This is an optimization exercise on Yosys and OpenROAD, whose aim is small area, not a production implementation. Only simulation tests tie the RTL to the original design; equivalence was not proved. Power figures rest on the tool's default switching activity, not on a simulated workload.

==> flow/design.v <==
module DFT( output [31:0] real_value,
            output [31:0] imag_value,
            input [7:0] in,
            input clk, rst );
function [26:0] radd;
  input [26:0] a, b;
  input ci;
  integer i;
  reg c;
  begin
    c = ci;
    for (i = 0; i < 27; i = i + 1) begin
      radd[i] = a[i] ^ b[i] ^ c;
      c = (a[i] & b[i]) | (a[i] & c) | (b[i] & c);
    end
  end
endfunction
function [8:0] radd9;
  input [8:0] a, b;
  input ci;
  integer i;
  reg c;
  begin
    c = ci;
    for (i = 0; i < 9; i = i + 1) begin
      radd9[i] = a[i] ^ b[i] ^ c;
      c = (a[i] & b[i]) | (a[i] & c) | (b[i] & c);
    end
  end
endfunction
function [22:0] tab;
  input [2:0] c;
  input [2:0] d;
  begin
    case (c)
      3'd1: case (d) 3'd1: tab = 23'd1048576; 3'd2: tab = 23'd2097152; 3'd3: tab = 23'd3145728; 3'd4: tab = 23'd4194304; default: tab = 23'd0; endcase
      3'd2: case (d) 3'd1: tab = 23'd968758; 3'd2: tab = 23'd1937516; 3'd3: tab = 23'd2906274; 3'd4: tab = 23'd3875032; default: tab = 23'd0; endcase
      3'd3: case (d) 3'd1: tab = 23'd741456; 3'd2: tab = 23'd1482912; 3'd3: tab = 23'd2224368; 3'd4: tab = 23'd2965824; default: tab = 23'd0; endcase
      3'd4: case (d) 3'd1: tab = 23'd741455; 3'd2: tab = 23'd1482910; 3'd3: tab = 23'd2224365; 3'd4: tab = 23'd2965820; default: tab = 23'd0; endcase
      3'd5: case (d) 3'd1: tab = 23'd401272; 3'd2: tab = 23'd802544; 3'd3: tab = 23'd1203816; 3'd4: tab = 23'd1605088; default: tab = 23'd0; endcase
      3'd6: case (d) 3'd1: tab = 23'd401273; 3'd2: tab = 23'd802546; 3'd3: tab = 23'd1203819; 3'd4: tab = 23'd1605092; default: tab = 23'd0; endcase
      default: tab = 23'd0;
    endcase
  end
endfunction
reg [7:0] lo [0:7];    
reg [7:0] hi [0:7];    
reg [4:0] j;           
reg [3:0] k;           
reg ld;                
reg [26:0] accr, acci;
reg [25:0] outr, outi;
wire ldA = ld & ~k[0] & j[4] & j[0];
wire ldB = ld &  k[0] & ~j[4] & ~j[3] & j[0];
wire ldC = ld &  k[0] & ~j[4] &  j[3] & j[0];
wire ldD = ld &  k[0] &  j[4] & j[0];
integer q;
always @(posedge clk) begin
  lo[0] <= ldA ? in : lo[7];
  lo[1] <= ldB ? in : lo[0];
  hi[0] <= ldC ? in : hi[7];
  hi[1] <= ldD ? in : hi[0];
  for (q = 2; q < 8; q = q + 1) begin
    lo[q] <= lo[q-1];
    hi[q] <= hi[q-1];
  end
end
always @(posedge clk) begin
  if (rst) begin
    j <= 5'd16;
    k <= 4'd14;
    ld <= 1'b1;
  end else if (j == 5'd23) begin
    j <= 5'd0;
    k <= k + 4'd1;
    if (k == 4'd15) ld <= 1'b0;
  end else begin
    j <= j + 5'd1;
  end
end
wire [7:0] a = lo[0];
wire [7:0] b = hi[0];
wire [8:0] u = radd9({a[7], a}, {b[7], b} ^ {9{k[0]}}, k[0]);
reg [2:0] n;
always @(*) begin
  case (j[2:0])
    3'd0: n = 3'd3;
    3'd1: n = 3'd4;
    3'd2: n = 3'd0;
    3'd3: n = 3'd5;
    3'd4: n = 3'd1;
    3'd5: n = 3'd6;
    3'd6: n = 3'd2;
    3'd7: n = 3'd7;
  endcase
end
reg [3:0] g;
always @(*) begin
  case (j[4:3])
    2'd0: g = {u[2:0], 1'b0};
    2'd1: g = u[5:2];
    default: g = u[8:5];
  endcase
end
reg [2:0] dm;
reg dn;
always @(*) begin
  case (g)
    4'd0: begin dm = 3'd0; dn = 1'b0; end
    4'd1: begin dm = 3'd1; dn = 1'b0; end
    4'd2: begin dm = 3'd1; dn = 1'b0; end
    4'd3: begin dm = 3'd2; dn = 1'b0; end
    4'd4: begin dm = 3'd2; dn = 1'b0; end
    4'd5: begin dm = 3'd3; dn = 1'b0; end
    4'd6: begin dm = 3'd3; dn = 1'b0; end
    4'd7: begin dm = 3'd4; dn = 1'b0; end
    4'd8: begin dm = 3'd4; dn = 1'b1; end
    4'd9: begin dm = 3'd3; dn = 1'b1; end
    4'd10: begin dm = 3'd3; dn = 1'b1; end
    4'd11: begin dm = 3'd2; dn = 1'b1; end
    4'd12: begin dm = 3'd2; dn = 1'b1; end
    4'd13: begin dm = 3'd1; dn = 1'b1; end
    4'd14: begin dm = 3'd1; dn = 1'b1; end
    4'd15: begin dm = 3'd0; dn = 1'b0; end
  endcase
end
reg [2:0] rc, ic;
reg rs, is;
always @(*) begin
  case ({k, n})
    7'd0: begin rs = 1'b0; rc = 3'd1; is = 1'b0; ic = 3'd0; end
    7'd1: begin rs = 1'b0; rc = 3'd1; is = 1'b0; ic = 3'd0; end
    7'd2: begin rs = 1'b0; rc = 3'd1; is = 1'b0; ic = 3'd0; end
    7'd3: begin rs = 1'b0; rc = 3'd1; is = 1'b0; ic = 3'd0; end
    7'd4: begin rs = 1'b0; rc = 3'd1; is = 1'b0; ic = 3'd0; end
    7'd5: begin rs = 1'b0; rc = 3'd1; is = 1'b0; ic = 3'd0; end
    7'd6: begin rs = 1'b0; rc = 3'd1; is = 1'b0; ic = 3'd0; end
    7'd7: begin rs = 1'b0; rc = 3'd1; is = 1'b0; ic = 3'd0; end
    7'd8: begin rs = 1'b0; rc = 3'd1; is = 1'b0; ic = 3'd0; end
    7'd9: begin rs = 1'b0; rc = 3'd2; is = 1'b1; ic = 3'd5; end
    7'd10: begin rs = 1'b0; rc = 3'd4; is = 1'b1; ic = 3'd3; end
    7'd11: begin rs = 1'b0; rc = 3'd6; is = 1'b1; ic = 3'd2; end
    7'd12: begin rs = 1'b0; rc = 3'd0; is = 1'b1; ic = 3'd1; end
    7'd13: begin rs = 1'b1; rc = 3'd5; is = 1'b1; ic = 3'd2; end
    7'd14: begin rs = 1'b1; rc = 3'd3; is = 1'b1; ic = 3'd4; end
    7'd15: begin rs = 1'b1; rc = 3'd2; is = 1'b1; ic = 3'd6; end
    7'd16: begin rs = 1'b0; rc = 3'd1; is = 1'b0; ic = 3'd0; end
    7'd17: begin rs = 1'b0; rc = 3'd3; is = 1'b1; ic = 3'd3; end
    7'd18: begin rs = 1'b0; rc = 3'd0; is = 1'b1; ic = 3'd1; end
    7'd19: begin rs = 1'b1; rc = 3'd3; is = 1'b1; ic = 3'd3; end
    7'd20: begin rs = 1'b1; rc = 3'd1; is = 1'b0; ic = 3'd0; end
    7'd21: begin rs = 1'b1; rc = 3'd3; is = 1'b0; ic = 3'd3; end
    7'd22: begin rs = 1'b0; rc = 3'd0; is = 1'b0; ic = 3'd1; end
    7'd23: begin rs = 1'b0; rc = 3'd3; is = 1'b0; ic = 3'd3; end
    7'd24: begin rs = 1'b0; rc = 3'd1; is = 1'b0; ic = 3'd0; end
    7'd25: begin rs = 1'b0; rc = 3'd5; is = 1'b1; ic = 3'd2; end
    7'd26: begin rs = 1'b1; rc = 3'd3; is = 1'b1; ic = 3'd4; end
    7'd27: begin rs = 1'b1; rc = 3'd2; is = 1'b0; ic = 3'd6; end
    7'd28: begin rs = 1'b0; rc = 3'd0; is = 1'b0; ic = 3'd1; end
    7'd29: begin rs = 1'b0; rc = 3'd2; is = 1'b0; ic = 3'd5; end
    7'd30: begin rs = 1'b0; rc = 3'd4; is = 1'b1; ic = 3'd3; end
    7'd31: begin rs = 1'b1; rc = 3'd6; is = 1'b1; ic = 3'd2; end
    7'd32: begin rs = 1'b0; rc = 3'd1; is = 1'b0; ic = 3'd0; end
    7'd33: begin rs = 1'b0; rc = 3'd0; is = 1'b1; ic = 3'd1; end
    7'd34: begin rs = 1'b1; rc = 3'd1; is = 1'b0; ic = 3'd0; end
    7'd35: begin rs = 1'b0; rc = 3'd0; is = 1'b0; ic = 3'd1; end
    7'd36: begin rs = 1'b0; rc = 3'd1; is = 1'b0; ic = 3'd0; end
    7'd37: begin rs = 1'b0; rc = 3'd0; is = 1'b1; ic = 3'd1; end
    7'd38: begin rs = 1'b1; rc = 3'd1; is = 1'b0; ic = 3'd0; end
    7'd39: begin rs = 1'b0; rc = 3'd0; is = 1'b0; ic = 3'd1; end
    7'd40: begin rs = 1'b0; rc = 3'd1; is = 1'b0; ic = 3'd0; end
    7'd41: begin rs = 1'b1; rc = 3'd5; is = 1'b1; ic = 3'd2; end
    7'd42: begin rs = 1'b1; rc = 3'd3; is = 1'b0; ic = 3'd4; end
    7'd43: begin rs = 1'b0; rc = 3'd2; is = 1'b0; ic = 3'd6; end
    7'd44: begin rs = 1'b0; rc = 3'd0; is = 1'b1; ic = 3'd1; end
    7'd45: begin rs = 1'b1; rc = 3'd2; is = 1'b0; ic = 3'd5; end
    7'd46: begin rs = 1'b0; rc = 3'd4; is = 1'b0; ic = 3'd3; end
    7'd47: begin rs = 1'b0; rc = 3'd6; is = 1'b1; ic = 3'd2; end
    7'd48: begin rs = 1'b0; rc = 3'd1; is = 1'b0; ic = 3'd0; end
    7'd49: begin rs = 1'b1; rc = 3'd3; is = 1'b1; ic = 3'd3; end
    7'd50: begin rs = 1'b0; rc = 3'd0; is = 1'b0; ic = 3'd1; end
    7'd51: begin rs = 1'b0; rc = 3'd3; is = 1'b1; ic = 3'd3; end
    7'd52: begin rs = 1'b1; rc = 3'd1; is = 1'b0; ic = 3'd0; end
    7'd53: begin rs = 1'b0; rc = 3'd3; is = 1'b0; ic = 3'd3; end
    7'd54: begin rs = 1'b0; rc = 3'd0; is = 1'b1; ic = 3'd1; end
    7'd55: begin rs = 1'b1; rc = 3'd3; is = 1'b0; ic = 3'd3; end
    7'd56: begin rs = 1'b0; rc = 3'd1; is = 1'b0; ic = 3'd0; end
    7'd57: begin rs = 1'b1; rc = 3'd2; is = 1'b1; ic = 3'd5; end
    7'd58: begin rs = 1'b0; rc = 3'd4; is = 1'b0; ic = 3'd3; end
    7'd59: begin rs = 1'b1; rc = 3'd6; is = 1'b1; ic = 3'd2; end
    7'd60: begin rs = 1'b0; rc = 3'd0; is = 1'b0; ic = 3'd1; end
    7'd61: begin rs = 1'b0; rc = 3'd5; is = 1'b1; ic = 3'd2; end
    7'd62: begin rs = 1'b1; rc = 3'd3; is = 1'b0; ic = 3'd4; end
    7'd63: begin rs = 1'b0; rc = 3'd2; is = 1'b1; ic = 3'd6; end
    7'd64: begin rs = 1'b0; rc = 3'd1; is = 1'b0; ic = 3'd0; end
    7'd65: begin rs = 1'b1; rc = 3'd1; is = 1'b0; ic = 3'd0; end
    7'd66: begin rs = 1'b0; rc = 3'd1; is = 1'b0; ic = 3'd0; end
    7'd67: begin rs = 1'b1; rc = 3'd1; is = 1'b0; ic = 3'd0; end
    7'd68: begin rs = 1'b0; rc = 3'd1; is = 1'b0; ic = 3'd0; end
    7'd69: begin rs = 1'b1; rc = 3'd1; is = 1'b0; ic = 3'd0; end
    7'd70: begin rs = 1'b0; rc = 3'd1; is = 1'b0; ic = 3'd0; end
    7'd71: begin rs = 1'b1; rc = 3'd1; is = 1'b0; ic = 3'd0; end
    7'd72: begin rs = 1'b0; rc = 3'd1; is = 1'b0; ic = 3'd0; end
    7'd73: begin rs = 1'b1; rc = 3'd2; is = 1'b0; ic = 3'd5; end
    7'd74: begin rs = 1'b0; rc = 3'd4; is = 1'b1; ic = 3'd3; end
    7'd75: begin rs = 1'b1; rc = 3'd6; is = 1'b0; ic = 3'd2; end
    7'd76: begin rs = 1'b0; rc = 3'd0; is = 1'b1; ic = 3'd1; end
    7'd77: begin rs = 1'b0; rc = 3'd5; is = 1'b0; ic = 3'd2; end
    7'd78: begin rs = 1'b1; rc = 3'd3; is = 1'b1; ic = 3'd4; end
    7'd79: begin rs = 1'b0; rc = 3'd2; is = 1'b0; ic = 3'd6; end
    7'd80: begin rs = 1'b0; rc = 3'd1; is = 1'b0; ic = 3'd0; end
    7'd81: begin rs = 1'b1; rc = 3'd3; is = 1'b0; ic = 3'd3; end
    7'd82: begin rs = 1'b0; rc = 3'd0; is = 1'b1; ic = 3'd1; end
    7'd83: begin rs = 1'b0; rc = 3'd3; is = 1'b0; ic = 3'd3; end
    7'd84: begin rs = 1'b1; rc = 3'd1; is = 1'b0; ic = 3'd0; end
    7'd85: begin rs = 1'b0; rc = 3'd3; is = 1'b1; ic = 3'd3; end
    7'd86: begin rs = 1'b0; rc = 3'd0; is = 1'b0; ic = 3'd1; end
    7'd87: begin rs = 1'b1; rc = 3'd3; is = 1'b1; ic = 3'd3; end
    7'd88: begin rs = 1'b0; rc = 3'd1; is = 1'b0; ic = 3'd0; end
    7'd89: begin rs = 1'b1; rc = 3'd5; is = 1'b0; ic = 3'd2; end
    7'd90: begin rs = 1'b1; rc = 3'd3; is = 1'b1; ic = 3'd4; end
    7'd91: begin rs = 1'b0; rc = 3'd2; is = 1'b1; ic = 3'd6; end
    7'd92: begin rs = 1'b0; rc = 3'd0; is = 1'b0; ic = 3'd1; end
    7'd93: begin rs = 1'b1; rc = 3'd2; is = 1'b1; ic = 3'd5; end
    7'd94: begin rs = 1'b0; rc = 3'd4; is = 1'b1; ic = 3'd3; end
    7'd95: begin rs = 1'b0; rc = 3'd6; is = 1'b0; ic = 3'd2; end
    7'd96: begin rs = 1'b0; rc = 3'd1; is = 1'b0; ic = 3'd0; end
    7'd97: begin rs = 1'b0; rc = 3'd0; is = 1'b0; ic = 3'd1; end
    7'd98: begin rs = 1'b1; rc = 3'd1; is = 1'b0; ic = 3'd0; end
    7'd99: begin rs = 1'b0; rc = 3'd0; is = 1'b1; ic = 3'd1; end
    7'd100: begin rs = 1'b0; rc = 3'd1; is = 1'b0; ic = 3'd0; end
    7'd101: begin rs = 1'b0; rc = 3'd0; is = 1'b0; ic = 3'd1; end
    7'd102: begin rs = 1'b1; rc = 3'd1; is = 1'b0; ic = 3'd0; end
    7'd103: begin rs = 1'b0; rc = 3'd0; is = 1'b1; ic = 3'd1; end
    7'd104: begin rs = 1'b0; rc = 3'd1; is = 1'b0; ic = 3'd0; end
    7'd105: begin rs = 1'b0; rc = 3'd5; is = 1'b0; ic = 3'd2; end
    7'd106: begin rs = 1'b1; rc = 3'd3; is = 1'b0; ic = 3'd4; end
    7'd107: begin rs = 1'b1; rc = 3'd2; is = 1'b1; ic = 3'd6; end
    7'd108: begin rs = 1'b0; rc = 3'd0; is = 1'b1; ic = 3'd1; end
    7'd109: begin rs = 1'b0; rc = 3'd2; is = 1'b1; ic = 3'd5; end
    7'd110: begin rs = 1'b0; rc = 3'd4; is = 1'b0; ic = 3'd3; end
    7'd111: begin rs = 1'b1; rc = 3'd6; is = 1'b0; ic = 3'd2; end
    7'd112: begin rs = 1'b0; rc = 3'd1; is = 1'b0; ic = 3'd0; end
    7'd113: begin rs = 1'b0; rc = 3'd3; is = 1'b0; ic = 3'd3; end
    7'd114: begin rs = 1'b0; rc = 3'd0; is = 1'b0; ic = 3'd1; end
    7'd115: begin rs = 1'b1; rc = 3'd3; is = 1'b0; ic = 3'd3; end
    7'd116: begin rs = 1'b1; rc = 3'd1; is = 1'b0; ic = 3'd0; end
    7'd117: begin rs = 1'b1; rc = 3'd3; is = 1'b1; ic = 3'd3; end
    7'd118: begin rs = 1'b0; rc = 3'd0; is = 1'b1; ic = 3'd1; end
    7'd119: begin rs = 1'b0; rc = 3'd3; is = 1'b1; ic = 3'd3; end
    7'd120: begin rs = 1'b0; rc = 3'd1; is = 1'b0; ic = 3'd0; end
    7'd121: begin rs = 1'b0; rc = 3'd2; is = 1'b0; ic = 3'd5; end
    7'd122: begin rs = 1'b0; rc = 3'd4; is = 1'b0; ic = 3'd3; end
    7'd123: begin rs = 1'b0; rc = 3'd6; is = 1'b0; ic = 3'd2; end
    7'd124: begin rs = 1'b0; rc = 3'd0; is = 1'b0; ic = 3'd1; end
    7'd125: begin rs = 1'b1; rc = 3'd5; is = 1'b0; ic = 3'd2; end
    7'd126: begin rs = 1'b1; rc = 3'd3; is = 1'b0; ic = 3'd4; end
    7'd127: begin rs = 1'b1; rc = 3'd2; is = 1'b0; ic = 3'd6; end
  endcase
end
wire [22:0] mr = tab(rc, dm);
wire [22:0] mi = tab(ic, dm);
wire nr = dn ^ rs;
wire ni = dn ^ is;
wire first = (j == 5'd0);
wire shift = (j == 5'd8) | (j == 5'd16);
wire [26:0] br = first ? 27'd0  : shift ? {{3{accr[26]}}, accr[26:3]} : accr;
wire [26:0] bi = first ? 27'd63 : shift ? {{3{acci[26]}}, acci[26:3]} : acci;
wire [26:0] sr = radd(br, {4'd0, mr} ^ {27{nr}}, nr);
wire [26:0] si = radd(bi, {4'd0, mi} ^ {27{ni}}, ni);
always @(posedge clk) begin
  accr <= sr;
  acci <= si;
  if (j == 5'd23) begin
    outr <= sr[25:0];
    outi <= si[25:0];
  end
end
assign real_value = {{3{outr[25]}}, outr, 3'b000};
assign imag_value = {{3{outi[25]}}, outi, 3'b000};
endmodule
==> flow/run.sh <==
#!/bin/bash
# synth_recipe.tcl (not shown) runs the flow's synth.tcl, then flattens the netlist and writes it again
# the make line also repeats each setting of config.mk as NAME=value (left out here)
make -C /OpenROAD-flow-scripts/flow DESIGN_CONFIG=/design/flow/config.mk WORK_HOME=/design/flow/orfs CLKGATE_MAP_FILE= SYNTH_SCRIPT=/design/flow/synth_recipe.tcl finish
==> flow/config.mk <==
export PLATFORM = sky130hd
export DESIGN_NAME = DFT
export DESIGN_NICKNAME = DFT
export VERILOG_FILES = /design/flow/design.v
export SDC_FILE = /design/flow/constraint.sdc
export NUM_CORES = 4
export LEC_CHECK = 0
export ABC_AREA = 1
export CAP_MARGIN = 20
export CORE_MARGIN = 2
export CORE_UTILIZATION = 60
export SLEW_MARGIN = 20
==> flow/constraint.sdc <==
create_clock -name core_clock -period 12.0 [get_ports {clk}]
set_input_delay 2.4000 -clock core_clock [delete_from_list [all_inputs] [get_ports {clk}]]
set_output_delay 2.4000 -clock core_clock [all_outputs]
set_load 0.01 [all_outputs]
==> impl.org <==
** Outcome
- Result of the run :: failed layout checks
- The violated checks flagged are setup timing.

** Floorplanning
- Top Ports :: 74
- Die X :: 139 um
- The die covers 19200 um2.
- For this configuration, the core starts out at a cell density of 0.609.
- Row generation in the floorplan step produced 49 rows.
- Core Region :: 17800 um2
- In this run the vertical extent of the chip is 139 um.

** Critical path
- Across all register-to-register paths, the minimum setup slack is -1.34 ns.
- Among all stages on the critical path, the largest delay is contributed by sky130_fd_sc_hd__fa_2.
- The worst setup path is captured at a flip-flop.
- The worst register-to-register path begins at hi[0][0].
- The worst register-to-register path ends at outr[25].
- Depth of the most critical reg-to-reg path :: 49
- Kind of critical path :: flip-flop to flip-flop
- Type of element launching the critical path :: flip-flop
- Req. time, crit path :: 12.28 ns
- Among the stages of the critical path, the cell type that occurs most often is sky130_fd_sc_hd__fa_2.
- Buffer and inverter count on the worst path :: 5
- For this run, the slowest stage of the critical path takes 0.57 ns.
- Data arrives at the worst endpoint at 13.62 ns.
- Crit-path leading delay family :: adder cells
- Crit-path max FO :: 6

** STA
- At the pin with the least slew margin, the transition time is 0.741 ns.
- In the post-route analysis, the smallest setup slack over all paths is -1.34 ns.
- The final hold violation count was 0.
- Final max-slew violation count :: 0
- Min cycle time layout :: 13.34 ns
- In the finished design, the share of the clock period the worst path needs comes to 1.11.
- Based on the critical path, the design can be clocked at up to 75.0 MHz.
- Setup repair after global routing could not meet its margin everywhere.
- Final setup fails :: 17
- Worst Clk Skew :: 0.0128 ns
- Worst slew margin relative to its limit :: 0.506

** Layout
- After filler insertion, the fill cell instance count of the layout stands at 1278.
- Leaving out fill and tap cells, the most frequent cell in the layout is sky130_fd_sc_hd__nand2_1.
- After routing the design area is 13500 um2.
- The net count of the finished layout is 1400.
- Core occupancy in the finished layout :: 0.754
- Ant diodes :: 0
- Commonest cells after routing, fill and taps aside :: 286 x sky130_fd_sc_hd__nand2_1, 192 x sky130_fd_sc_hd__dfxtp_1, 113 x sky130_fd_sc_hd__inv_1, 87 x sky130_fd_sc_hd__buf_4, 84 x sky130_fd_sc_hd__nand3_1
- Of the cells placed in the final design, the portion with a size suffix greater than 1 is 0.213.
- Filler-free cell count of the finished design :: 1564
- Post-synthesis to final-layout area growth :: 23.8%

** CTS
- TritonCTS built the clock tree.
- CTS built an H-tree with a depth of 1.
- Number of CTS-inserted buffers :: 24
- At the later pin of the worst-skew pair, clock insertion delay measures 0.53 ns.
- The cell sitting at the root of the clock tree is a sky130_fd_sc_hd__clkbuf_16.
- Sinks on the clock net :: 247
- In this run the deepest clock path goes through 3 buffers.
- After clock tree synthesis, the clock-pin slew on the worst setup and hold paths is 0.07 ns.

** Routing
- Wires add up to 23300 um.
- In the routed design, unresolved DRC markers number 0.
- Dividing the detail-routed wire length by the instance count gives 14.9 um.
- In this run the remaining antenna-violating nets after routing total 0.
- Before antenna repair, the detailed router went through 5 iterations.
- After the first detailed-routing iteration, the DRC count stood at 481.
- Detailed routing inserted a total of 7989 vias.
- Dividing the detail-routed via count by the number of cells gives 5.11.

** Pwr
- Flop pwr share :: 0.361
- Cell internal power was estimated by the tool at 2.11 mW.
- Of the total power, combinational logic draws 0.409.
- Worst supply voltage drop on vdd :: 0.000182 V
- Total leakage power :: 6.17 nW
- Portion of total power attributed to the clock network :: 0.229
- For this design the ratio of total power to cell area is 243 nW/um2.
- Net switching power figure :: 1.16 mW
- Of the total power, the share spent switching nets is 0.354.

** Global route
- The initial antenna violation count came to 0.
- Entering global routing, the biggest net connects 57 pins.
- For this run, global-route usage on met1 was measured as 0.319.
- Met3 capacity usage during global routing :: 0.0307
- The layer flagged by global routing as most heavily used is met2.
- For this run, global-route usage on met2 was measured as 0.441.
- Residual overflow from global routing :: 0
- Total routing resource utilization after global routing :: 0.247
- Global-route wire length before repair :: 39000 um
- The number of global-route vias before repair was 7950.

** Synthesis
- After synthesis, the netlist uses 36 different library cells.
- XOR/XNOR Fraction of Synth Area :: 0.0314
- Sequential fraction of the synthesis area :: 0.503
- Mux share of post-synthesis cell area :: 0
- Yosys warns :: 3
- Synth Cell Area :: 10900 um2
- After synthesis the netlist holds a flip-flop and latch count of 247.
- Compound-Gate Fraction of Synth Area :: 0.0717
- Dividing the synthesized area by the synthesized cell count gives 9.23 um2.
- Adder and majority cell fraction of the synthesized area :: 0.122
- Post-synthesis simple-gate area fraction :: 0.197
- By area, the combinational part of the netlist is dominated by simple AND/OR/NAND/NOR gates.
- Gate count after technology mapping :: 1177

** Place
- The placed instances occupy a cell area of 12400 um2.
- Pre-CTS WS :: -1.56 ns
- The HPWL after detailed placement is 16200 um.
- During placement, the flow inserted port buffers numbering 67.
- The congestion estimate from routability-driven global placement came to 0.949.
- Total placed cells including tap cells :: 1507

** Hold path
- In this run the most critical hold path is launched from lo[6][0].
- The worst hold path belongs to the class flip-flop to flip-flop.
- The worst hold path passes through 0 cells.
- The path with the worst hold slack has its endpoint at lo[7][0].

** Run
- # Max-Cap Violations :: 0
Yosys cell counts, drive strengths merged:
cell type	count	share of area
a21oi	35	0.016
a31oi	1	0.00058
buf	34	0.021
clkbuf	13	0.0045
conb	1	0.00035
dfxtp	195	0.36
edfxtp	52	0.14
fa	57	0.11
ha	15	0.017
inv	142	0.049
nand2	326	0.12
nand3	93	0.046
nand3b	1	0.00069
nand4	15	0.0086
nor2	43	0.017
nor3	5	0.0023
nor4	1	0.00058
o211ai	21	0.015
o21ai	85	0.039
o22ai	1	0.00058
o31ai	1	0.00069
or2	1	0.00058
xnor2	14	0.011
xor2	25	0.020
per-stage QoR:
| stage | setup TNS, ns | hold slack, ns | power [mW] |
|---|---|---|---|
| final | -12.12 | 0.316 | 3.27 |
| after global routing | -19.90 | 0.327 | 3.53 |
| after CTS | -12.92 | 0.322 | 3.27 |
| after detailed placement | -17.45 | 0.312 | 2.47 |
| after global placement | -15.42 | 0.310 | 2.45 |
| after floorplan | -14.87 | 0.310 | 2.11 |
timing repair:
item	CTS	global route
buffers inserted	10	4
gates resized for setup	37	16
hold buffers	0	0
pin swaps	37	10
endpoints found under the setup margin	20	22
area by class of cell:
type	count	area, um2	area share
Clock inverter	7	60.1	0.00447
Clock buffer	36	748	0.0556
Inverter	142	546	0.0406
Timing Repair Buffer	157	1370	0.102
Sequential cell	247	5470	0.407
Tap cell	229	287	0.0213
Multi-Input combinational cell	746	4970	0.369
power groups by stage:
stage / logic (mW) / clock network, mW / registers [mW]
final: 1.34 / 0.749 / 1.18
after global routing: 1.54 / 0.796 / 1.19
after CTS: 1.32 / 0.766 / 1.18
after detailed placement: 1.28 / 0 / 1.19
after global placement: 1.25 / 0 / 1.19
after floorplan: 0.930 / 0 / 1.18
kinds of logic after synthesis:
logic type,Yosys count
compound gates,144
xor+xnor,39
fa+ha+maj,72
buf+inv,189
flops,247
other cells,1
simple gates,485
worst max-delay path by stage:
stage | startpoint | end | slack (ns) | cells after the start
6_report | hi[0][0] | outr[25] | -1.34 | 49
5_1_grt | hi[0][0] | outr[25] | -1.80 | 49
4_1_cts | hi[0][0] | outr[25] | -1.36 | 49
3_5_place_dp | k[0] | outi[25] | -1.56 | 50
3_3_place_gp | k[0] | accr[26] | -1.41 | 51
2_1_floorplan | k[0] | accr[26] | -1.38 | 52
routing by layer:
metal | vias up | part of all wire
li1 | 4024 | -
met1 | 3751 | 0.43
met2 | 173 | 0.51
met3 | 41 | 0.039
met4 | 0 | 0.023
met5 | - | 0
registers in the layout (all words and copies together), names as in the netlist:
signal / flops
hi: 64
lo: 64
acci: 27
accr: 27
outi: 26
outr: 26
j: 5
k: 4
n: 3
ld: 1

-- static timing again, ports no longer ideal --
Ports are ideal in the flow. The routed layout listed here was re-timed in OpenROAD.
Step 1 assumes that a clkbuf_16 drives the clock port and a buf_2 every other input.
Step 2 moves the port delays by t, midway between the first and last clock arrival at a register: inputs arrive t later, outputs are due t later. That takes back most of the time a late clock gives input paths.
Slacks: ideal ports / drivers / drivers and shift; pairs: ideal ports / drivers.
shift t [ns]: 0.568
slack for setup (ns): -1.337 / -1.337 / -1.337
hold WS [ns]: 0.316 / 0.316 / 0.316
The setup slack of this run moves by 0.000 ns with the drivers and by 0.000 ns with both steps.
